From an optimization exercise on the open Yosys and OpenROAD flow, aimed at a short achievable clock period and few clock cycles; shortcuts taken in it are not production practice.
Function was checked by simulation only, so behaviour that the tests miss may differ from the original.
Power and IR drop assume default switching activity.

==> flow/design.v <==
`timescale 1ns / 1ps
module Alu(
  X, Y, S,
  Equal, Result
  );
  input [31:0] X, Y;
  input [3:0] S;
  output Equal;
  output reg [31:0] Result;
  assign  Equal = (X == Y) ? 1 : 0;
  always @ ( X or Y or S ) begin
    case (S)
    0 : Result = X << Y[4:0];
    1 : Result = $signed(X) >>> Y[4:0];
    2 : Result = X >> Y[4:0];
    3 : Result = 0; 
    4 : Result = 0; 
    5 : Result = X + Y;
    6 : Result = X - Y;
    7 : Result = X & Y;
    8 : Result = X | Y;
    9 : Result = X ^ Y;
    10 : Result = ~(X | Y);
    11 : Result = (($signed(X) < $signed(Y)) ? 1 : 0);
    12 : Result = (($unsigned(X) < $unsigned(Y)) ? 1 : 0);
    default : Result = 0;
    endcase
  end
endmodule
`timescale 1ns / 1ps
module AluSrc_mux(
R2, extend, shift_num,
AluSrc, shift, ComBranch, syscall,
Y
    );
    input [31:0] R2, extend, shift_num;
    input AluSrc, shift, ComBranch, syscall;
    output [31:0] Y;
    wire [31:0] a, b, c;
    assign a = (AluSrc) ? extend : R2;
    assign b = (shift) ? shift_num : a;
    assign c = (ComBranch) ? 0 : b;
    assign Y = (syscall) ? 10 : c;
endmodule
`timescale 1ns / 1ps
module branch_decoder(
beq, Equal, bne, true, ComBranch,
Branch
    );
    input beq, Equal, bne, true, ComBranch;
    output Branch;
    assign Branch = ((beq & Equal) | (~Equal & bne) | (~Equal & true & ComBranch));
endmodule
`timescale 1ns / 1ps
module control_unit_instruction_spliter(
	instruction,
	op, rs, rt, rd, shamt, func
);
	input [31:0] instruction;
	output [5:0] op;
	output [4:0] rs;
	output [4:0] rt;
	output [4:0] rd;
	output [4:0] shamt;
	output [5:0] func;
	assign op = instruction[31:26];
	assign rs = instruction[25:21];
	assign rt = instruction[20:16];
	assign rd = instruction[15:11];
	assign shamt = instruction[10:6];
	assign func = instruction[5:0];
endmodule
module Itype_decoder(
	op,
	_addi, _addiu, _andi, _ori, _xori, _lui, _lw, _sw, _beq, _bne, _slti, _sltiu
);
	input [5:0] op;
	output _addi, _addiu, _andi, _ori, _xori, _lui, _lw, _sw, _beq, _bne, _slti, _sltiu;
	assign _addi = ~op[5] & ~op[4] & op[3] & ~op[2] & ~op[1] & ~op[0];
	assign _addiu = ~op[5] & ~op[4] & op[3] & ~op[2] & ~op[1] & op[0];
	assign _andi = ~op[5] & ~op[4] & op[3] & op[2] & ~op[1] & ~op[0];
	assign _ori = ~op[5] & ~op[4] & op[3] & op[2] & ~op[1] & op[0];
	assign _xori = ~op[5] & ~op[4] & op[3] & op[2] & op[1] & ~op[0];
	assign _lui = ~op[5] & ~op[4] & op[3] & op[2] & op[1] & op[0];
	assign _lw = op[5] & ~op[4] & ~op[3] & ~op[2] & op[1] & op[0];
	assign _sw = op[5] & ~op[4] & op[3] & ~op[2] & op[1] & op[0];
	assign _beq = ~op[5] & ~op[4] & ~op[3] & op[2] & ~op[1] & ~op[0];
	assign _bne = ~op[5] & ~op[4] & ~op[3] & op[2] & ~op[1] & op[0];
	assign _slti = ~op[5] & ~op[4] & op[3] & ~op[2] & op[1] & ~op[0];
	assign _sltiu = ~op[5] & ~op[4] & op[3] & ~op[2] & op[1] & op[0];
endmodule
module Rtype_decoder(
	func, opiszero,
	_add, _addu, _sub, _subu, _and, _or, _xor, _nor, _slt, _sltu,
	_sll, _srl, _sra, _sllv, _srlv, _srav, _jr, _syscall
);
	input [5:0] func;
	input opiszero;
	output _add, _addu, _sub, _subu, _and, _or, _xor, _nor, _slt, _sltu, _sll, _srl;
	output _sra, _sllv, _srlv, _srav, _jr, _syscall;
	assign _add = func[5] & ~func[4] & ~func[3] & ~func[2] & ~func[1] & ~func[0] & opiszero;
	assign _addu = func[5] & ~func[4] & ~func[3] & ~func[2] & ~func[1] & func[0] & opiszero;
	assign _sub = func[5] & ~func[4] & ~func[3] & ~func[2] & func[1] & ~func[0] & opiszero;
	assign _subu = func[5] & ~func[4] & ~func[3] & ~func[2] & func[1] & func[0] & opiszero;
	assign _and = func[5] & ~func[4] & ~func[3] & func[2] & ~func[1] & ~func[0] & opiszero;
	assign _or = func[5] & ~func[4] & ~func[3] & func[2] & ~func[1] & func[0] & opiszero;
	assign _xor = func[5] & ~func[4] & ~func[3] & func[2] & func[1] & ~func[0] & opiszero;
	assign _nor = func[5] & ~func[4] & ~func[3] & func[2] & func[1] & func[0] & opiszero;
	assign _slt = func[5] & ~func[4] & func[3] & ~func[2] & func[1] & ~func[0] & opiszero;
	assign _sltu = func[5] & ~func[4] & func[3] & ~func[2] & func[1] & func[0] & opiszero;
	assign _sll = ~func[5] & ~func[4] & ~func[3] & ~func[2] & ~func[1] & ~func[0] & opiszero;
	assign _srl = ~func[5] & ~func[4] & ~func[3] & ~func[2] & func[1] & ~func[0] & opiszero;
	assign _sra = ~func[5] & ~func[4] & ~func[3] & ~func[2] & func[1] & func[0] & opiszero;
	assign _sllv = ~func[5] & ~func[4] & ~func[3] & func[2] & ~func[1] & ~func[0] & opiszero;
	assign _srlv = ~func[5] & ~func[4] & ~func[3] & func[2] & func[1] & ~func[0] & opiszero;
	assign _srav = ~func[5] & ~func[4] & ~func[3] & func[2] & func[1] & func[0] & opiszero;
	assign _jr = ~func[5] & ~func[4] & func[3] & ~func[2] & ~func[1] & ~func[0] & opiszero;
	assign _syscall = ~func[5] & ~func[4] & func[3] & func[2] & ~func[1] & ~func[0] & opiszero;
endmodule
module Jtype_decoder(
	op,
	j, jal
);
	input [5:0] op;
	output j, jal;
	assign j = ~op[5] & ~op[4] & ~op[3] & ~op[2] & op[1] & ~op[0];
	assign jal = ~op[5] & ~op[4] & ~op[3] & ~op[2] & op[1] & op[0];
endmodule
module control_unit(
	instruction,
	isCop, isCopread, jump, J_type, beq, bne, I_type, AluSrc,  R_type, RegDst,
    MemWrite, MemRead, MemtoReg, RegWrite, shift, syscall, Unsigned, jr, jal,
    isHalf, bltz, AluOp, _or
);
	input [31:0] instruction;
	output isCop, isCopread, jump, J_type, beq, bne, I_type, AluSrc,  R_type, RegDst,
	       MemWrite, MemRead, MemtoReg, RegWrite, shift, syscall, Unsigned, jr, jal,
	       isHalf, bltz, _or;
	output reg [3:0] AluOp;
	wire [5:0] op;
	wire [4:0] rs;
	wire [4:0] rt;
	wire [4:0] rd;
	wire [4:0] shamt;
	wire [5:0] func;
	wire _addi, _addiu, _andi, _ori, _xori, _lui, _lw, _sw, _beq, _bne, _slti, _sltiu;
	wire _j, _jal;
	wire _add, _addu, _sub, _subu, _and, _or, _xor, _nor, _slt, _sltu, _sll, _srl,
		_sra, _sllv, _srlv, _srav, _jr, _syscall;
	control_unit_instruction_spliter split(instruction, op, rs, rt, rd, shamt, func);
	Itype_decoder i_decode(op,
		_addi, _addiu, _andi, _ori, _xori, _lui, _lw, _sw, _beq, _bne, _slti, _sltiu);
	wire opiszero, shamt_is_0;
	assign opiszero = (op == 6'h0) ? 1 : 0;
	Jtype_decoder j_decode(op, _j, _jal);
	Rtype_decoder R_decode(func, opiszero,
		_add, _addu, _sub, _subu, _and, _or, _xor, _nor, _slt, _sltu, _sll, _srl,
		_sra, _sllv, _srlv, _srav, _jr, _syscall);
	assign shamt_is_0 = (shamt == 5'h0) ? 1 : 0;
	wire lh, lw, bltz, rs_is0, rt_is0, com_branch, isLoad;
	assign lh = (op == 6'b100001) ? 1 : 0;
	assign isLoad = _lw | lh;
	assign rs_is0 = (rs == 5'h0) ? 1 : 0;
	assign rt_is0 = (rt == 5'h0) ? 1 : 0;
	assign isCopread = rs_is0;
	assign isCop = (op == 6'b010000) ? 1 : 0;
	assign com_branch = (op == 6'b000001) ? 1 : 0;
	assign bltz = rt_is0 & com_branch;
	assign J_type = _j | _jal;
	assign jump = J_type;
	assign beq = _beq;
	assign bne = _bne;
	assign I_type = (~opiszero & ~_jal & ~_j);
	assign R_type = opiszero;
	assign RegDst = opiszero;
	assign MemWrite = _sw;
	assign MemRead = isLoad;
	assign MemtoReg = isLoad;
	assign AluSrc = (I_type & ~_beq & ~_bne);
	wire isAdd, isAnd, isSub, isOr, isXor, COM;
	assign isAdd = (_lw | _addu | _addiu | _addi | _add | _sw);
	assign isAnd = (_and | _andi);
	assign isSub = (_sub | _subu);
	assign COM = (_slt | bltz | _slti);
	assign isOr = (_ori | _or);
	assign isXor = (_xori | _xori);
	assign RegWrite = (_addi | _jal | _addiu | _andi | _ori | isLoad | _xori | _slti | (isCop & isCopread) | (opiszero & ~_jr & ~_syscall));
	assign shift = (_sll | _srl | _sra);
	assign syscall = _syscall;
	assign Unsigned = (_addiu | _addu | _subu | _sltu);
	assign jr = _jr;
	assign jal = _jal;
	assign isHalf = lh;
	always @ (*) begin
			if (_sra) begin
				AluOp = 4'h1;
			end
			else if (_srl) begin
				AluOp = 4'h2;
			end
			else if (isAdd) begin
				AluOp = 4'h5;
			end
			else if (isSub) begin
				AluOp = 4'h6;
			end
			else if (isAnd) begin
				AluOp = 4'h7;
			end
			else if (isOr) begin
				AluOp = 4'h8;
			end
			else if (isXor) begin
				AluOp = 4'h9;
			end
			else if (_nor) begin
				AluOp = 4'ha;
			end
			else if (COM) begin
				AluOp = 4'hb;
			end
			else if (_sltu) begin
				AluOp = 4'hc;
			end
			else
			    AluOp = 0;
	end
endmodule
`timescale 1ns / 1ps
module dst_mux(
  seq_dst, branch_dst, jump_dst, jr_dst,
  branch, jump, jr,
  PC_dst
    );
    input [31:0] seq_dst, branch_dst, jump_dst, jr_dst;
    input branch, jump, jr;
    output [31:0] PC_dst;
    wire [31:0] a, b;
    assign a = (branch) ? branch_dst : seq_dst;
    assign b = (jump) ? jump_dst : a;
    assign PC_dst = (jr) ? jr_dst : b;
endmodule
`timescale 1ns / 1ps
module mutex2_width32(
    sel,
    data0,
    data1,
    dataout
    );
    input sel;
    input [31:0] data0, data1;
    output [31:0] dataout;
    assign dataout = sel ? data1 : data0;
endmodule
module mutex4_width32(
    sel,
    data0, data1,
    data2, data3,
    dataout
    );
    input [1:0] sel;
    input [31:0] data0, data1, data2, data3;
    output [31:0] dataout;
    wire [31:0] dataout0, dataout1;
    mutex2_width32 mux0(sel[0], data0, data1, dataout0);
    mutex2_width32 mux1(sel[0], data2, data3, dataout1);
    assign dataout = sel[1] ? dataout1 : dataout0;
endmodule
module mutex8_width32(
    sel,
    data0, data1, data2, data3,
    data4, data5, data6, data7,
    dataout
    );
    input [2:0] sel;
    input [31:0] data0, data1, data2, data3;
    input [31:0] data4, data5, data6, data7;
    output [31:0] dataout;
    wire [31:0] dataout0, dataout1;
    mutex4_width32 mux0(sel[1:0], data0, data1, data2, data3, dataout0);
    mutex4_width32 mux1(sel[1:0], data4, data5, data6, data7, dataout1);
    assign dataout = sel[2] ? dataout1 : dataout0;
endmodule
module mutex16_width32(
    sel,
    data0, data1, data2, data3, data4, data5, data6, data7,
    data8, data9, data10, data11, data12, data13, data14, data15,
    dataout
    );
    input [3:0] sel;
    input [31:0] data0, data1, data2, data3, data4, data5, data6, data7;
    input [31:0] data8, data9, data10, data11, data12, data13, data14, data15;
    output [31:0] dataout;
    wire [31:0] dataout0, dataout1;
    mutex8_width32 mux0(sel[2:0], data0, data1, data2, data3, data4, data5, data6, data7, dataout0);
    mutex8_width32 mux1(sel[2:0], data8, data9, data10, data11, data12, data13, data14, data15, dataout1);
    assign dataout = sel[3] ? dataout1 : dataout0;
endmodule
module mutex32_width32(
    sel,
    data0, data1, data2, data3, data4, data5, data6, data7, data8, data9, data10, data11, data12, data13, data14, data15,
    data16, data17, data18, data19, data20, data21, data22, data23, data24, data25, data26, data27, data28, data29, data30, data31,
    dataout
    );
    input [4:0] sel;
    input [31:0] data0, data1, data2, data3, data4, data5, data6, data7, data8, data9, data10, data11, data12, data13, data14, data15;
    input [31:0] data16, data17, data18, data19, data20, data21, data22, data23, data24, data25, data26, data27, data28, data29, data30, data31;
    output [31:0] dataout;
    wire [31:0] dataout0, dataout1;
    mutex16_width32 mux0(sel[3:0], data0, data1, data2, data3, data4, data5, data6, data7, data8, data9, data10, data11, data12, data13, data14, data15, dataout0);
    mutex16_width32 mux1(sel[3:0], data16, data17, data18, data19, data20, data21, data22, data23, data24, data25, data26, data27, data28, data29, data30, data31, dataout1);
    assign dataout = sel[4] ? dataout1 : dataout0;
endmodule
module _regforMain (
  clk, ennable, reset, Din,
  dataout
  );
  input clk, ennable, reset;
  input [31:0] Din;
  output [31:0] dataout;
  reg [31:0] data;
  assign dataout = data;
  always @ ( posedge clk ) begin
    if (reset) begin
      data <= 0;
    end
    else if (ennable) begin
      data <= Din;
    end
  end
endmodule 
`timescale 1ns / 1ps
module _regforRegfile (
  clk, ennable, reset, Din,
  dataout
  );
  input clk, ennable, reset;
  input [31:0] Din;
  output [31:0] dataout;
  reg [31:0] data;
  assign dataout = data;
  always @ ( posedge clk ) begin
    if (reset) begin
      data <= 0;
    end
    else if (ennable) begin
      data <= Din;
    end
  end
endmodule 
module RegFile (
  R1_no, R2_no, RW_no, Din, WE, clk, reset,
  val_s0, val_s3, val_s2, val_ra, R1_val, R2_val
  );
  input [4:0] R1_no;
  input [4:0] R2_no;
  input [4:0] RW_no;
  input [31:0] Din;
  input WE, clk, reset;
  output [31:0] val_s0;
  output [31:0] val_s3;
  output [31:0] val_s2;
  output [31:0] val_ra;
  output [31:0] R1_val;
  output [31:0] R2_val;
  wire [31:0] R1_stored, R2_stored;
  assign R1_val = (WE && (RW_no == R1_no) && (R1_no != 0)) ? Din : R1_stored;
  assign R2_val = (WE && (RW_no == R2_no) && (R2_no != 0)) ? Din : R2_stored;
  wire [31:0] _reg0, _reg1, _reg2, _reg3, _reg4, _reg5, _reg6, _reg7,
       _reg8, _reg9, _reg10, _reg11, _reg12, _reg13, _reg14, _reg15,
       _reg16, _reg17, _reg18, _reg19, _reg20, _reg21, _reg22, _reg23,
       _reg24, _reg25, _reg26, _reg27, _reg28, _reg29, _reg30, _reg31;
  wire [31:0] we_n;
  assign we_n[0] = 0;
  assign we_n[1] = (RW_no == 1) ? (WE & 1) : 0;
  assign we_n[2] = (RW_no == 2) ? (WE & 1) : 0;
  assign we_n[3] = (RW_no == 3) ? (WE & 1) : 0;
  assign we_n[4] = (RW_no == 4) ? (WE & 1) : 0;
  assign we_n[5] = (RW_no == 5) ? (WE & 1) : 0;
  assign we_n[6] = (RW_no == 6) ? (WE & 1) : 0;
  assign we_n[7] = (RW_no == 7) ? (WE & 1) : 0;
  assign we_n[8] = (RW_no == 8) ? (WE & 1) : 0;
  assign we_n[9] = (RW_no == 9) ? (WE & 1) : 0;
  assign we_n[10] = (RW_no == 10) ? (WE & 1) : 0;
  assign we_n[11] = (RW_no == 11) ? (WE & 1) : 0;
  assign we_n[12] = (RW_no == 12) ? (WE & 1) : 0;
  assign we_n[13] = (RW_no == 13) ? (WE & 1) : 0;
  assign we_n[14] = (RW_no == 14) ? (WE & 1) : 0;
  assign we_n[15] = (RW_no == 15) ? (WE & 1) : 0;
  assign we_n[16] = (RW_no == 16) ? (WE & 1) : 0;
  assign we_n[17] = (RW_no == 17) ? (WE & 1) : 0;
  assign we_n[18] = (RW_no == 18) ? (WE & 1) : 0;
  assign we_n[19] = (RW_no == 19) ? (WE & 1) : 0;
  assign we_n[20] = (RW_no == 20) ? (WE & 1) : 0;
  assign we_n[21] = (RW_no == 21) ? (WE & 1) : 0;
  assign we_n[22] = (RW_no == 22) ? (WE & 1) : 0;
  assign we_n[23] = (RW_no == 23) ? (WE & 1) : 0;
  assign we_n[24] = (RW_no == 24) ? (WE & 1) : 0;
  assign we_n[25] = (RW_no == 25) ? (WE & 1) : 0;
  assign we_n[26] = (RW_no == 26) ? (WE & 1) : 0;
  assign we_n[27] = (RW_no == 27) ? (WE & 1) : 0;
  assign we_n[28] = (RW_no == 28) ? (WE & 1) : 0;
  assign we_n[29] = (RW_no == 29) ? (WE & 1) : 0;
  assign we_n[30] = (RW_no == 30) ? (WE & 1) : 0;
  assign we_n[31] = (RW_no == 31) ? (WE & 1) : 0;
  _regforRegfile r0(clk, we_n[0], reset, 0, _reg0);
  _regforRegfile r1(clk, we_n[1], reset, Din, _reg1);
  _regforRegfile r2(clk, we_n[2], reset, Din, _reg2);
  _regforRegfile r3(clk, we_n[3], reset, Din, _reg3);
  _regforRegfile r4(clk, we_n[4], reset, Din, _reg4);
  _regforRegfile r5(clk, we_n[5], reset, Din, _reg5);
  _regforRegfile r6(clk, we_n[6], reset, Din, _reg6);
  _regforRegfile r7(clk, we_n[7], reset, Din, _reg7);
  _regforRegfile r8(clk, we_n[8], reset, Din, _reg8);
  _regforRegfile r9(clk, we_n[9], reset, Din, _reg9);
  _regforRegfile r10(clk, we_n[10], reset, Din, _reg10);
  _regforRegfile r11(clk, we_n[11], reset, Din, _reg11);
  _regforRegfile r12(clk, we_n[12], reset, Din, _reg12);
  _regforRegfile r13(clk, we_n[13], reset, Din, _reg13);
  _regforRegfile r14(clk, we_n[14], reset, Din, _reg14);
  _regforRegfile r15(clk, we_n[15], reset, Din, _reg15);
  _regforRegfile r16(clk, we_n[16], reset, Din, _reg16);
  _regforRegfile r17(clk, we_n[17], reset, Din, _reg17);
  _regforRegfile r18(clk, we_n[18], reset, Din, _reg18);
  _regforRegfile r19(clk, we_n[19], reset, Din, _reg19);
  _regforRegfile r20(clk, we_n[20], reset, Din, _reg20);
  _regforRegfile r21(clk, we_n[21], reset, Din, _reg21);
  _regforRegfile r22(clk, we_n[22], reset, Din, _reg22);
  _regforRegfile r23(clk, we_n[23], reset, Din, _reg23);
  _regforRegfile r24(clk, we_n[24], reset, Din, _reg24);
  _regforRegfile r25(clk, we_n[25], reset, Din, _reg25);
  _regforRegfile r26(clk, we_n[26], reset, Din, _reg26);
  _regforRegfile r27(clk, we_n[27], reset, Din, _reg27);
  _regforRegfile r28(clk, we_n[28], reset, Din, _reg28);
  _regforRegfile r29(clk, we_n[29], reset, Din, _reg29);
  _regforRegfile r30(clk, we_n[30], reset, Din, _reg30);
  _regforRegfile r31(clk, we_n[31], reset, Din, _reg31);
  assign val_s0 = _reg16;
  assign val_s3 = _reg19;
  assign val_s2 = _reg18;
  assign val_ra = _reg31;
  mutex32_width32 choose_r1(R1_no,
    _reg0, _reg1, _reg2, _reg3, _reg4, _reg5, _reg6, _reg7,
    _reg8, _reg9, _reg10, _reg11, _reg12, _reg13, _reg14, _reg15,
    _reg16, _reg17, _reg18, _reg19, _reg20, _reg21, _reg22, _reg23,
    _reg24, _reg25, _reg26, _reg27, _reg28, _reg29, _reg30, _reg31,
    R1_stored);
    mutex32_width32 choose_r2(R2_no,
      _reg0, _reg1, _reg2, _reg3, _reg4, _reg5, _reg6, _reg7,
      _reg8, _reg9, _reg10, _reg11, _reg12, _reg13, _reg14, _reg15,
      _reg16, _reg17, _reg18, _reg19, _reg20, _reg21, _reg22, _reg23,
      _reg24, _reg25, _reg26, _reg27, _reg28, _reg29, _reg30, _reg31,
      R2_stored);
endmodule  
`timescale 1ns / 1ps
module IF_ID(
  reset, clk, PCdst, insert_nop,
  IRin, PC_add_4in, PCin,
  IRout, PC_add_4out, PCout
    );
    input reset;
    input clk, PCdst, insert_nop;
    input [31:0] IRin, PC_add_4in, PCin;
    wire [31:0] D_IR, D_PC_add_4, D_PC;
    output [31:0] IRout, PC_add_4out, PCout;
    assign D_IR = (PCdst) ? 0 : IRin;
    assign D_PC_add_4 = (PCdst) ? 0 : PC_add_4in;
    assign D_PC = (PCdst) ? 0 : PCin;
    _regforMain IR(clk, ~insert_nop, reset, D_IR, IRout);
    _regforMain PC_add_4(clk, ~insert_nop, reset, D_PC_add_4, PC_add_4out);
    _regforMain PC(clk, ~insert_nop, reset, D_PC, PCout);
endmodule
`timescale 1ns / 1ps
module ID_EX(
reset, clk, isNop, PC_dst, load_use, halt,
sig_in, PC_jmp_in, PC_add_4_in, R1_in, R2_in, shift_num_in, extend_in, IR_in, PC_in,
RD_in, src_reg_num_in,
sig_out, PC_jmp_out, PC_add_4_out, R1_out, R2_out, shift_num_out, extend_out, IR_out, PC_out,
RD_out, src_reg_num_out
    );
    input reset;
    input clk, isNop, PC_dst, load_use, halt;
    input [31:0] sig_in, PC_jmp_in, PC_add_4_in, R1_in, R2_in, shift_num_in, extend_in, IR_in, PC_in;
    input [4:0] RD_in;
    input [9:0] src_reg_num_in;
    output [31:0] sig_out, PC_jmp_out, PC_add_4_out, R1_out, R2_out, shift_num_out, extend_out, IR_out, PC_out;
    output [4:0] RD_out;
    output [9:0] src_reg_num_out;
    reg [4:0] RD;
    reg [9:0] src_reg_num;
    wire insert_nop;
    assign insert_nop = (PC_dst | load_use | halt);
    wire [31:0] D_sig, D_PC_jmp, D_PC_add_4, D_R1, D_R2, D_shift_num, D_extend, D_IR, D_PC, D_sig2;
    assign D_sig = (insert_nop) ? 0 : sig_in;
    assign D_PC_jmp = (insert_nop) ? 0 : PC_jmp_in;
    assign D_PC_add_4 = (insert_nop) ? 0 : PC_add_4_in;
    assign D_R1 = (insert_nop) ? 0 : R1_in;
    assign D_R2 = (insert_nop) ? 0 : R2_in;
    assign D_shift_num = (insert_nop) ? 0 : shift_num_in;
    assign D_extend = (insert_nop) ? 0 : extend_in;
    assign D_IR = (insert_nop) ? 0 : IR_in;
    assign D_PC = (insert_nop) ? 0 : PC_in;
    assign D_sig2 = (isNop) ? 0 : D_sig;
    _regforMain sig(clk, 1, reset, D_sig, sig_out);
    _regforMain PC_jmp(clk, 1, reset, D_PC_jmp, PC_jmp_out);
    _regforMain PC_add_4(clk, 1, reset, D_PC_add_4, PC_add_4_out);
    _regforMain R1(clk, 1, reset, D_R1, R1_out);
    _regforMain R2(clk, 1, reset, D_R2, R2_out);
    _regforMain shift_num(clk, 1, reset, D_shift_num, shift_num_out);
    _regforMain extend(clk, 1, reset, D_extend, extend_out);
    _regforMain IR(clk, 1, reset, D_IR, IR_out);
    _regforMain PC(clk, 1, reset, D_PC, PC_out);
    always @ ( posedge clk ) begin
      if(insert_nop | reset) begin
        RD <= 0;
        src_reg_num <= 0;
      end
      else begin
        RD <= RD_in;
        src_reg_num <= src_reg_num_in;
      end
    end
    assign src_reg_num_out = src_reg_num;
    assign RD_out = RD;
endmodule
`timescale 1ns / 1ps
module EX_MEM(
reset, clk,
sig_in, AluOut_in, R2_out_in, IR_in, PC_in,
RDdst_in, halt_in,
sig_out, AluOut_out, R2_out_out, IR_out, PC_out,
RDdst_out, halt_out
    );
    input reset;
    input clk, halt_in;
    input [31:0] sig_in, AluOut_in, R2_out_in, IR_in, PC_in;
    input [4:0] RDdst_in;
    reg [4:0] RDdst;
    reg halt;
    output [31:0] sig_out, AluOut_out, R2_out_out, IR_out, PC_out;
    output [4:0] RDdst_out;
    output halt_out;
    _regforMain sig(clk, 1, reset, sig_in, sig_out);
    _regforMain AluOut(clk, 1, reset, AluOut_in, AluOut_out);
    _regforMain R2_out(clk, 1, reset, R2_out_in, R2_out_out);
    _regforMain IR(clk, 1, reset, IR_in, IR_out);
    _regforMain PC(clk, 1, reset, PC_in, PC_out);
    always @ ( posedge clk ) begin
      if(reset) begin
      RDdst <= 0;
      halt <= 0;
      end
      else begin
      RDdst <= RDdst_in;
      halt <= halt_in;
      end
    end
    assign RDdst_out = RDdst;
    assign halt_out = halt;
endmodule
`timescale 1ns / 1ps
module MEM_WB(
reset, clk,
read_data_in, sig_in, AluOut_in, IR_in, PC_in,
RDdst_in, halt_in,
read_data_out, sig_out, AluOut_out, IR_out, PC_out,
RDdst_out, halt_out
    );
    input reset;
    input clk, halt_in;
    input [31:0] read_data_in, sig_in, AluOut_in, IR_in, PC_in;
    input [4:0] RDdst_in;
    output halt_out;
    output [31:0] read_data_out, sig_out, AluOut_out, IR_out, PC_out;
    output [4:0] RDdst_out;
    reg [4:0] RDdst;
    reg halt;
    _regforMain read_data(clk, 1, reset, read_data_in, read_data_out);
    _regforMain sig(clk, 1, reset, sig_in, sig_out);
    _regforMain AluOut(clk, 1, reset, AluOut_in, AluOut_out);
    _regforMain IR(clk, 1, reset, IR_in, IR_out);
    _regforMain PC(clk, 1, reset, PC_in, PC_out);
    always @ ( posedge clk ) begin
      if(reset) begin
      RDdst <= 0;
      halt <= 0;
      end
      else begin
      RDdst <= RDdst_in;
      halt <= halt_in;
      end
    end
    assign RDdst_out = RDdst;
    assign halt_out = halt;
endmodule
`timescale 1ns / 1ps
module mips_cpu(
  clk, reset,
  imem_addr, imem_rdata,
  dmem_addr, dmem_wdata, dmem_we, dmem_rdata,
  print_valid, print_data, halted
    );
    input clk;
    input reset;
    output [9:0] imem_addr;
    input [31:0] imem_rdata;
    output [9:0] dmem_addr;
    output [31:0] dmem_wdata;
    output dmem_we;
    input [31:0] dmem_rdata;
    output print_valid;
    output [31:0] print_data;
    output halted;
    wire PC_enable, load_use;
    wire _or;
    reg halt_end;
    wire Branch;
    wire [31:0] instruction, IRout_if_id, IR_out_id_ex, IR_out_ex_mem, IR_out_mem_wb, Branch_dst, PC_in, PC_out;
    assign PC_enable = ~(halt_end | load_use);
    wire PCdst;
    assign PC_in = (PCdst) ? Branch_dst : (PC_out + 4);
    _regforMain PC(clk, PC_enable, reset, PC_in, PC_out);
    assign imem_addr = PC_out[11:2];
    assign instruction = imem_rdata;
    wire [31:0] PC_add_4out_if_id, PC_out_if_id;
    IF_ID if_id(
      reset, clk, PCdst, load_use,
      instruction, PC_out + 4, PC_out,
      IRout_if_id, PC_add_4out_if_id, PC_out_if_id
      );
    wire [31:0] PC_jmp_id, PC_add_4out_id;
    assign PC_jmp_id = {PC_add_4out_if_id[31:28], IRout_if_id[25:0], 2'h0};
    assign PC_add_4out_id = PC_add_4out_if_id;
    wire isCop, rs_is_zero, Jump, J, beq, bne, I, ALUSrc,  R, RegDst,
      MemWrite, MemRead, MemtoReg, RegWrite, Shift, syscall, Unsigned, Jr, Jal,
      HalfWord, ComBranch;
    wire [3:0] ALUOp;
    control_unit c_u(
      IRout_if_id,
    	isCop, rs_is_zero, Jump, J, beq, bne, I, ALUSrc,  R, RegDst,
        MemWrite, MemRead, MemtoReg, RegWrite, Shift, syscall, Unsigned, Jr, Jal,
        HalfWord, ComBranch, ALUOp, _or
      );
    wire [4:0] rs_temp_id, rs;
    assign rs_temp_id = (syscall) ? 2 : IRout_if_id[25:21];
    assign rs = (Jr) ? 5'h1f : rs_temp_id;
    wire [4:0] rt;
    assign rt = (syscall) ? 4 : IRout_if_id[20:16];
    wire [4:0] rw_temp_id, Write_num;
    assign rw_temp_id = (RegDst) ? IRout_if_id[15:11] : IRout_if_id[20:16];
    assign Write_num = (Jal) ? 5'h1f : rw_temp_id;
    wire [1:0] selno;
    assign selno = IRout_if_id[12:11];
    wire [31:0] shift_num_id, unsigned_extend_id, signed_extend_id, extend_id;
    assign shift_num_id = {{27{1'b0}}, IRout_if_id[10:6]};
    assign unsigned_extend_id = {{16{1'b0}}, IRout_if_id[15:0]};
    assign signed_extend_id = {{16{IRout_if_id[15]}}, IRout_if_id[15:0]};
    assign extend_id = (Unsigned) ? unsigned_extend_id : signed_extend_id;
    wire [31:0] val_s0, val_s3, val_s2, val_ra, R1_val, R2_val;
    wire [31:0] DataToReg;
    wire [4:0] WB_RegWrite_num;
    wire WB_RegWrite;
    RegFile reg_file(
      rs, rt, WB_RegWrite_num, DataToReg, WB_RegWrite, clk, reset,
      val_s0, val_s3, val_s2, val_ra, R1_val, R2_val
      );
    wire if_id_isNop;
    assign if_id_isNop = (IRout_if_id == 0) ? 1 : 0;
    wire [31:0] id_sig;
    assign id_sig[31:30] = 0;
    assign id_sig[29] = RegWrite;
    assign id_sig[28] = Jal;
    assign id_sig[27:23] = rs;
    assign id_sig[22:21] = selno;
    assign id_sig[20] = R;
    assign id_sig[19] = I;
    assign id_sig[18] = J;
    assign id_sig[17] = rs_is_zero;
    assign id_sig[16] = HalfWord;
    assign id_sig[15] = isCop;
    assign id_sig[14] = MemRead;
    assign id_sig[13] = MemWrite;
    assign id_sig[12] = MemtoReg;
    assign id_sig[11] = syscall;
    assign id_sig[10:7] = ALUOp;
    assign id_sig[6] = ALUSrc;
    assign id_sig[5] = Shift;
    assign id_sig[4] = Jr;
    assign id_sig[3] = Jump;
    assign id_sig[2] = ComBranch;
    assign id_sig[1] = bne;
    assign id_sig[0] = beq;
    wire [31:0] sig_out_id_ex, PC_jmp_out_id_ex, PC_add_4_out_id_ex, R1_out_id_ex;
    wire [31:0] R2_out_id_ex, shift_num_out_id_ex, extend_out_id_ex, PC_out_id_ex;
    wire [4:0] RD_out_id_ex;
    wire [9:0] src_reg_num_out_id_ex;
    ID_EX id_ex(
      reset, clk, if_id_isNop, PCdst, load_use, halt_end,
      id_sig, PC_jmp_id, PC_add_4out_id, R1_val, R2_val, shift_num_id, extend_id, IRout_if_id, PC_out_if_id,
      Write_num, {rt, rs},
      sig_out_id_ex, PC_jmp_out_id_ex, PC_add_4_out_id_ex, R1_out_id_ex, R2_out_id_ex, shift_num_out_id_ex, extend_out_id_ex, IR_out_id_ex, PC_out_id_ex,
      RD_out_id_ex, src_reg_num_out_id_ex
      );
    wire [31:0] EX_rs_val, EX_rt_val;
    assign EX_rs_val = R1_out_id_ex;
    assign EX_rt_val = R2_out_id_ex;
    wire EX_beq, EX_bne, EX_ComBranch, EX_Jump, EX_Jr, EX_Shift, EX_ALUSrc, EX_syscall,
      EX_MemWrite, EX_MemRead, EX_isCop, EX_rs_iszero, EX_J, EX_I, EX_R, EX_RegWrite;
    wire [1:0] EX_selno;
    wire [3:0] EX_ALUOp;
    wire [4:0] EX_rs, EX_rt;
    assign EX_rs = src_reg_num_out_id_ex[4:0];
    assign EX_rt = src_reg_num_out_id_ex[9:5];
    assign EX_selno = sig_out_id_ex[22:21];
    assign EX_ALUOp = sig_out_id_ex[10:7];
    assign EX_beq = sig_out_id_ex[0];
    assign EX_bne = sig_out_id_ex[1];
    assign EX_ComBranch = sig_out_id_ex[2];
    assign EX_Jump = sig_out_id_ex[3];
    assign EX_Jr = sig_out_id_ex[4];
    assign EX_Shift = sig_out_id_ex[5];
    assign EX_ALUSrc = sig_out_id_ex[6];
    assign EX_syscall = sig_out_id_ex[11];
    assign EX_MemWrite = sig_out_id_ex[13];
    assign EX_MemRead = sig_out_id_ex[14];
    assign EX_isCop = sig_out_id_ex[15];
    assign EX_rs_iszero = sig_out_id_ex[17];
    assign EX_J = sig_out_id_ex[18];
    assign EX_I = sig_out_id_ex[19];
    assign EX_R = sig_out_id_ex[20];
    assign EX_RegWrite = sig_out_id_ex[29];
    wire [31:0] branch_dst;
    assign branch_dst = (extend_out_id_ex << 2) + PC_add_4_out_id_ex;
    wire [31:0] data2rs, data2rt;
    dst_mux d_m(
      PC_add_4_out_id_ex, branch_dst, PC_jmp_out_id_ex, data2rs,
      Branch, EX_Jump, EX_Jr,
      Branch_dst
      );
    wire [31:0] _Y, _X;
    assign _X = (EX_Shift) ? data2rt : data2rs;
    AluSrc_mux a_m(
      data2rt, extend_out_id_ex, shift_num_out_id_ex,
      EX_ALUSrc, EX_Shift, EX_ComBranch, EX_syscall,
      _Y
      );
    wire Equal, true;
    wire [31:0] EX_alures;
    assign true = EX_alures[0];
    Alu _alu(
        _X, _Y, EX_ALUOp,
        Equal, EX_alures
      );
    branch_decoder b_dec(
        EX_beq, Equal, EX_bne, true, EX_ComBranch,
        Branch
      );
    wire EX_halt;
    assign EX_halt = Equal & EX_syscall;
    wire [31:0] sig_out_ex_mem, AluOut_out_ex_mem, R2_out_out_ex_mem, PC_out_ex_mem;
    wire [4:0] RDdst_out_ex_mem;
    wire halt_out_ex_mem;
    EX_MEM ex_mem(
      reset, clk,
      sig_out_id_ex, EX_alures, data2rt, IR_out_id_ex, PC_out_id_ex,
      RD_out_id_ex, EX_halt,
      sig_out_ex_mem, AluOut_out_ex_mem, R2_out_out_ex_mem, IR_out_ex_mem, PC_out_ex_mem,
      RDdst_out_ex_mem, halt_out_ex_mem
      );
    wire MEM_MemWrite, MEM_MemRead, MEM_RegWrite;
    assign MEM_MemWrite = sig_out_ex_mem[13];
    assign MEM_MemRead = sig_out_ex_mem[14];
    assign MEM_RegWrite = sig_out_ex_mem[29];
    wire [31:0] data_from_ram;
    assign dmem_addr = AluOut_out_ex_mem[11:2];
    assign dmem_wdata = R2_out_out_ex_mem;
    assign dmem_we = MEM_MemWrite;
    assign data_from_ram = dmem_rdata;
    wire [31:0] read_data_out_mem_wb, sig_out_mem_wb, AluOut_out_mem_wb, PC_out_mem_wb;
    wire [4:0] RDdst_out_mem_wb;
    wire halt_out_mem_wb;
    MEM_WB mem_wb(
      reset, clk,
      data_from_ram, sig_out_ex_mem, AluOut_out_ex_mem, IR_out_ex_mem, PC_out_ex_mem,
      RDdst_out_ex_mem, halt_out_ex_mem,
      read_data_out_mem_wb, sig_out_mem_wb, AluOut_out_mem_wb, IR_out_mem_wb, PC_out_mem_wb,
      RDdst_out_mem_wb, halt_out_mem_wb
      );
    assign WB_RegWrite_num = RDdst_out_mem_wb;
    wire WB_Jal, WB_HalfWord, WB_MemtoReg;
    assign WB_RegWrite = sig_out_mem_wb[29];
    assign WB_Jal = sig_out_mem_wb[28];
    assign WB_HalfWord = sig_out_mem_wb[16];
    assign WB_MemtoReg = sig_out_mem_wb[12];
    wire [31:0] WB_data_from_Ram, WB_data_from_Ram_half;
    assign WB_data_from_Ram_half = {{16{read_data_out_mem_wb[15]}}, read_data_out_mem_wb[15:0]};
    assign WB_data_from_Ram = (WB_HalfWord) ?  WB_data_from_Ram_half : read_data_out_mem_wb;
    wire [31:0] WB_val_MemtoReg;
    assign WB_val_MemtoReg = (WB_MemtoReg) ? WB_data_from_Ram : AluOut_out_mem_wb;
    assign DataToReg = (WB_Jal) ? (PC_out_mem_wb + 4) : WB_val_MemtoReg;
    always @ ( posedge clk) begin
    if(reset)
      halt_end <= 0;
    else
      halt_end <= halt_end | halt_out_mem_wb;
    end
    assign halted = halt_end;
    wire rt_equ_EX_RegWrite, rs_equ_EX_RegWrite;
    wire load_usecheck_rs_rt, load_usecheck_rs, load_usecheck_rt;
    assign rt_equ_EX_RegWrite = (rt == RD_out_id_ex) ? 1 : 0;
    assign rs_equ_EX_RegWrite = (rs == RD_out_id_ex) ? 1 : 0;
    assign load_usecheck_rs = rs_equ_EX_RegWrite & EX_RegWrite;
    assign load_usecheck_rt = rt_equ_EX_RegWrite & EX_RegWrite;
    assign load_usecheck_rs_rt = load_usecheck_rs | load_usecheck_rt;
    wire id_ex_isNop = (IR_out_id_ex == 0) ? 1 : 0;
    wire load_use_relative;
    assign load_use_relative =
      (((MemWrite | MemRead | beq | bne | R) & load_usecheck_rs_rt)
      | ((I | syscall) & load_usecheck_rs)) & ~id_ex_isNop;
    assign PCdst = EX_Jr | Branch | EX_Jump;
    wire rt_Mem_relative, rs_Mem_relative, rt_Wb_relative, rs_Wb_relative;
    assign rt_Mem_relative = (EX_rt == RDdst_out_ex_mem) ? (MEM_RegWrite) : 0;
    assign rs_Mem_relative = (EX_rs == RDdst_out_ex_mem) ? (MEM_RegWrite) : 0;
    assign rt_Wb_relative = (EX_rt == RDdst_out_mem_wb) ? (WB_RegWrite) : 0;
    assign rs_Wb_relative = (EX_rs == RDdst_out_mem_wb) ? (WB_RegWrite) : 0;
    wire check_rs, check_rt, check_rs_rt;
    assign check_rs = rs_Mem_relative | rs_Wb_relative;
    assign check_rt = rt_Mem_relative | rt_Wb_relative;
    assign check_rs_rt = check_rs | check_rt;
    wire data_relative;
    wire check_2Reg, check_1Reg;
    assign check_2Reg = (EX_MemWrite | EX_MemRead | EX_beq | EX_bne | EX_R) & check_rs_rt;
    assign check_1Reg = (EX_I | EX_syscall) & check_rs;
    assign data_relative =  (check_2Reg | check_1Reg) & ~id_ex_isNop;
    assign load_use = EX_MemRead & load_use_relative;
    wire rt_Mem, rt_Wb, rs_Mem, rs_Wb;
    assign rt_Mem = data_relative & rt_Mem_relative;
    assign rt_Wb = data_relative & rt_Wb_relative;
    assign rs_Mem = data_relative & rs_Mem_relative;
    assign rs_Wb = data_relative & rs_Wb_relative;
    wire [31:0] data_from_mem, data_from_wb;
    assign data_from_mem = AluOut_out_ex_mem;
    assign data_from_wb = DataToReg;
    wire [31:0] rs_temp, rt_temp;
    assign rs_temp = (rs_Wb) ? data_from_wb : R1_out_id_ex;
    assign rt_temp = (rt_Wb) ? data_from_wb : R2_out_id_ex;
    assign data2rs = (rs_Mem) ? data_from_mem : rs_temp;
    assign data2rt = (rt_Mem) ? data_from_mem : rt_temp;
    reg [31:0] seg_num;
    reg print_valid_r;
    always @ ( posedge clk) begin
      if(EX_syscall)
        seg_num <= data2rt;
    end
    always @ ( posedge clk) begin
      if(reset)
        print_valid_r <= 0;
      else
        print_valid_r <= EX_syscall;
    end
    assign print_valid = print_valid_r;
    assign print_data = seg_num;
endmodule
==> flow/run.sh <==
#!/bin/bash
# synth_recipe.tcl (not shown) runs the flow's synth.tcl, then flattens the netlist and writes it again
# the make line also repeats each setting of config.mk as NAME=value (left out here)
make -C /OpenROAD-flow-scripts/flow DESIGN_CONFIG=/design/flow/config.mk WORK_HOME=/design/flow/orfs CLKGATE_MAP_FILE= SYNTH_SCRIPT=/design/flow/synth_recipe.tcl finish
==> flow/config.mk <==
export PLATFORM = sky130hd
export DESIGN_NAME = mips_cpu
export DESIGN_NICKNAME = mips_cpu
export VERILOG_FILES = /design/flow/design.v
export SDC_FILE = /design/flow/constraint.sdc
export NUM_CORES = 4
export LEC_CHECK = 0
export CAP_MARGIN = 20
export CORE_MARGIN = 2
export CORE_UTILIZATION = 45
export PLACE_DENSITY = 0.6
export SLEW_MARGIN = 20
==> flow/constraint.sdc <==
create_clock -name core_clock -period 10.0 [get_ports {clk}]
set_input_delay 2.0000 -clock core_clock [delete_from_list [all_inputs] [get_ports {clk}]]
set_output_delay 2.0000 -clock core_clock [all_outputs]
set_load 0.01 [all_outputs]
==> impl_metrics.env <==
export IMPL_synth_fp_nets=11296
export IMPL_layout_nets=10806
export IMPL_dieArea_sq_um=191000
export IMPL_yosysWarningCount=27
export IMPL_num_io_pins=153
export IMPL_path_clk_slew_ns=0.06
export IMPL_ir_worst_vdd_v=0.000142
export IMPL_total_power_w=0.0160
export IMPL_die_w_microns=438
export IMPL_drt_vias_per_instance=6.38
export IMPL_grt_start_max_net_pins=200
export IMPL_numCtsBuffers=177
export IMPL_antenna_found_initial=13
export IMPL_hold_depth=1
export IMPL_syn2layout_area_growth_pct=10.9
export IMPL_ys_flop_type="dfxtp_1"
export IMPL_cts_resized=0
export IMPL_critical_path_class="reg2reg"
export IMPL_slew_headroom=0.128
export IMPL_grt_pass1_vias=77886
export IMPL_dpl_cell_count=12919
export IMPL_skew_ns=0.0538
export IMPL_io_buffers=152
export IMPL_ys_seq_area_frac=0.373
export IMPL_cp_arrival_ns=9.53
export IMPL_max_cap_viol_count=0
export IMPL_drt_initial_drc_count=11531
export IMPL_cp_max_fo=50
export IMPL_initial_core_util=0.452
export IMPL_track_usage=0.383
export IMPL_tightest_slew_ns=1.31
export IMPL_synth_most_common_cell="nand2_1"
export IMPL_hp_class="reg2reg"
export IMPL_avgSynthCellArea_sq_um=7.63
export IMPL_dieHeight_microns=438
export IMPL_outcome="complete, no violations"
export IMPL_wl_per_cell_microns=28.7
export IMPL_grt_pass1_wl_microns=548000
export IMPL_synthDistinctLibCells=104
export IMPL_end_kind="flop"
export IMPL_drt_total_wl_microns=380000
export IMPL_cts_sinks=1558
export IMPL_fin_setup_tns_ns=0
export IMPL_p_per_area_nw_per_um2=170
export IMPL_dp_hpwl_microns=241000
export IMPL_synth_enable_flop_cells=32
export IMPL_post_cts_buffers=0
export IMPL_ys_ff_latch=1558
export IMPL_worstRegToRegCells=26
export IMPL_cts_tree="done"
export IMPL_antenna_left=0
export IMPL_setup_violations=0
export IMPL_drc=0
export IMPL_hold_viol_final=0
export IMPL_gp_congestion=0.974
export IMPL_place_ws_ns=1.51
export IMPL_yosys_top_cells_count="nand2_1 (1971), nor2_1 (1681), dfxtp_1 (1526)"
export IMPL_startpoint_type="flop"
export IMPL_required_ns=10.78
export IMPL_h_tree_depth=4
export IMPL_leakagePower_nw=33.4
export IMPL_finalCritPeriodShare=0.874
export IMPL_yosys_top_cells_area="dfxtp_1 (36%), nand2_1 (8.7%), a21oi_1 (8.3%), nor2_1 (7.5%), mux4_2 (6.0%)"
export IMPL_max_freq_ghz=0.114
export IMPL_dr_total_vias=84592
export IMPL_place_area_sq_um=87700
export IMPL_core_sq_um=187000
export IMPL_report_final_slew_viol_count=0
export IMPL_rsz0062_at_grt="no"
export IMPL_syn_area_sq_um=84600
export IMPL_placementRows=159
export IMPL_cts_root_buf="clkbuf_16"
export IMPL_synthArstFlopShare=0
export IMPL_cts_path_max_buffers=3
export IMPL_fin_crit_ns=8.74
export IMPL_hold_buffers=0
export IMPL_synthCells=11093
export IMPL_first_pass_iters=7
export IMPL_postLayoutCellArea_sq_um=93800
export IMPL_grt_overflow_total=0
export IMPL_synth_largest_area_cell="dfxtp_1"
export IMPL_clk_latency_ns=0.89
export IMPL_setup_ws_ns=1.26
export IMPL_post_synth_top_area_fraction=0.361
export IMPL_drive_gt1_frac=0.0939
export IMPL_stdcell_count=13250
==> cells in the final DEF (no fill, tap or decap), types with 48 or more instances in the layout <==
cell type	instances
a211oi_1	307
nand2b_1	65
a22oi_1	89
a2bb2oi_1	66
mux2i_1	188
nand3_1	273
and3_1	74
buf_4	205
ha_1	134
nand2_1	1930
nor2_1	1644
o21ai_0	299
nor3_1	80
mux2_2	83
inv_1	122
mux4_2	225
dfxtp_1	1519
a311oi_1	81
xor2_1	48
and2_1	129
nor2b_1	274
clkbuf_16	178
a21oi_1	1393
xnor2_1	60
a31oi_1	190
clkdlybuf4s50_1	151
o211ai_1	69
==> worst max-delay path, cell delays in order, from the launching register on <==
cell      delay (ns)
dfxtp_1         0.65
xnor2_1         0.22
nand4_1         0.21
nor2_1          0.71
nand2_1         0.59
o22a_1          0.34
o22ai_1         0.47
inv_1           0.19
a21oi_4         0.21
buf_4           0.53
inv_2           0.36
ha_1            0.36
a21oi_1         0.24
o21ai_0         0.15
o311ai_0        0.59
nand3_1         0.24
a31oi_1         0.42
o41ai_1         0.24
or4_1           0.51
a31oi_1         0.28
nor4_1          0.12
nor2_1          0.24
nor3_1          0.08
nor3_1          0.24
xnor2_1         0.14
nand2_1         0.07
a31oi_1         0.18
==> cell type report <==
type | count | area, sq um
tap | 2495 | 3120
antenna | 2 | 5.00
timing repair buffer | 371 | 3340
clock inverter | 75 | 905
clock buffer | 254 | 5180
multi-input combinational | 8362 | 49300
fill | 18097 | 93400
inverter | 133 | 499
sequential | 1558 | 31500
==> logic make-up after synthesis <==
kind of cell | synth area share
and+or+nand+nor | 0.236
AOI/OAI and AO/OA | 0.212
adders and majority gates | 0.0205
xor gates and xnor gates | 0.0112
buffers and inverters | 0.0539
muxes | 0.0940
DFF | 0.373
==> power breakdown <==
group,internal [W],switching [W]
logic,0.000722,0.00189
clock network,0.00394,0.00292
registers,0.00634,0.000158
==> layer usage <==
| metal | routed length [microns] | part of all wire | up-vias | global-route usage |
|---|---|---|---|---|
| met2 | 163000 | 0.43 | 5225 | 0.578 |
| met4 | 28500 | 0.075 | 10 | 0.246 |
| met1 | 150000 | 0.39 | 40699 | 0.503 |
| met5 | 78 | 0.00021 | - | 0 |
| li1 | - | - | 37523 | - |
| met3 | 38800 | 0.10 | 1135 | 0.0714 |
==> worst paths after layout <==
| path | from | end | slack, ns |
|---|---|---|---|
| hold reg to reg | id_ex.PC.data[16] | ex_mem.PC.data[16] | 0.43 |
| setup / recovery | mem_wb.RDdst[3] | ex_mem.AluOut.data[30] | 1.26 |
| setup reg to reg | mem_wb.RDdst[3] | ex_mem.AluOut.data[30] | 1.26 |
| hold / removal | id_ex.PC.data[16] | ex_mem.PC.data[16] | 0.43 |
==> per-stage QoR <==
| step | hold WS (ns) | util |
|---|---|---|
| floorplan | 0.411 | - |
| global placement | 0.417 | 0.469 |
| detailed placement | 0.422 | 0.469 |
| CTS | 0.436 | 0.501 |
| global route | 0.445 | 0.501 |
| finish | 0.434 | 0.501 |
Testbench counts, summed over its fixed seeds: cycles 202,138.

==> static timing again, ports no longer ideal <==
In the flow no input, the clock included, has a driving cell. The finished layout below was timed again as built, in two steps.
Step 1: set_driving_cell puts a clkbuf_16 on clk and a buf_2 on each other input, an assumption about the parent block.
Step 2, shift: input delay + t, output delay - t, t = (earliest + latest rising clock arrival at the registers) / 2. This alone moves slack from input paths to output paths.
Three values: ideal ports, drivers, drivers and shift; two values: the first two.
t, ns: 0.953
setup WS [ns]: 1.259 / 1.259 / 1.259
worst hold slack (ns): 0.434 / 0.434 / 0.434
worst data-port slew with drivers (ns): 0.06
After both steps this run still meets setup and hold. For this run, drivers alone change the setup slack by 0.000 ns; drivers and shift together by 0.000 ns.
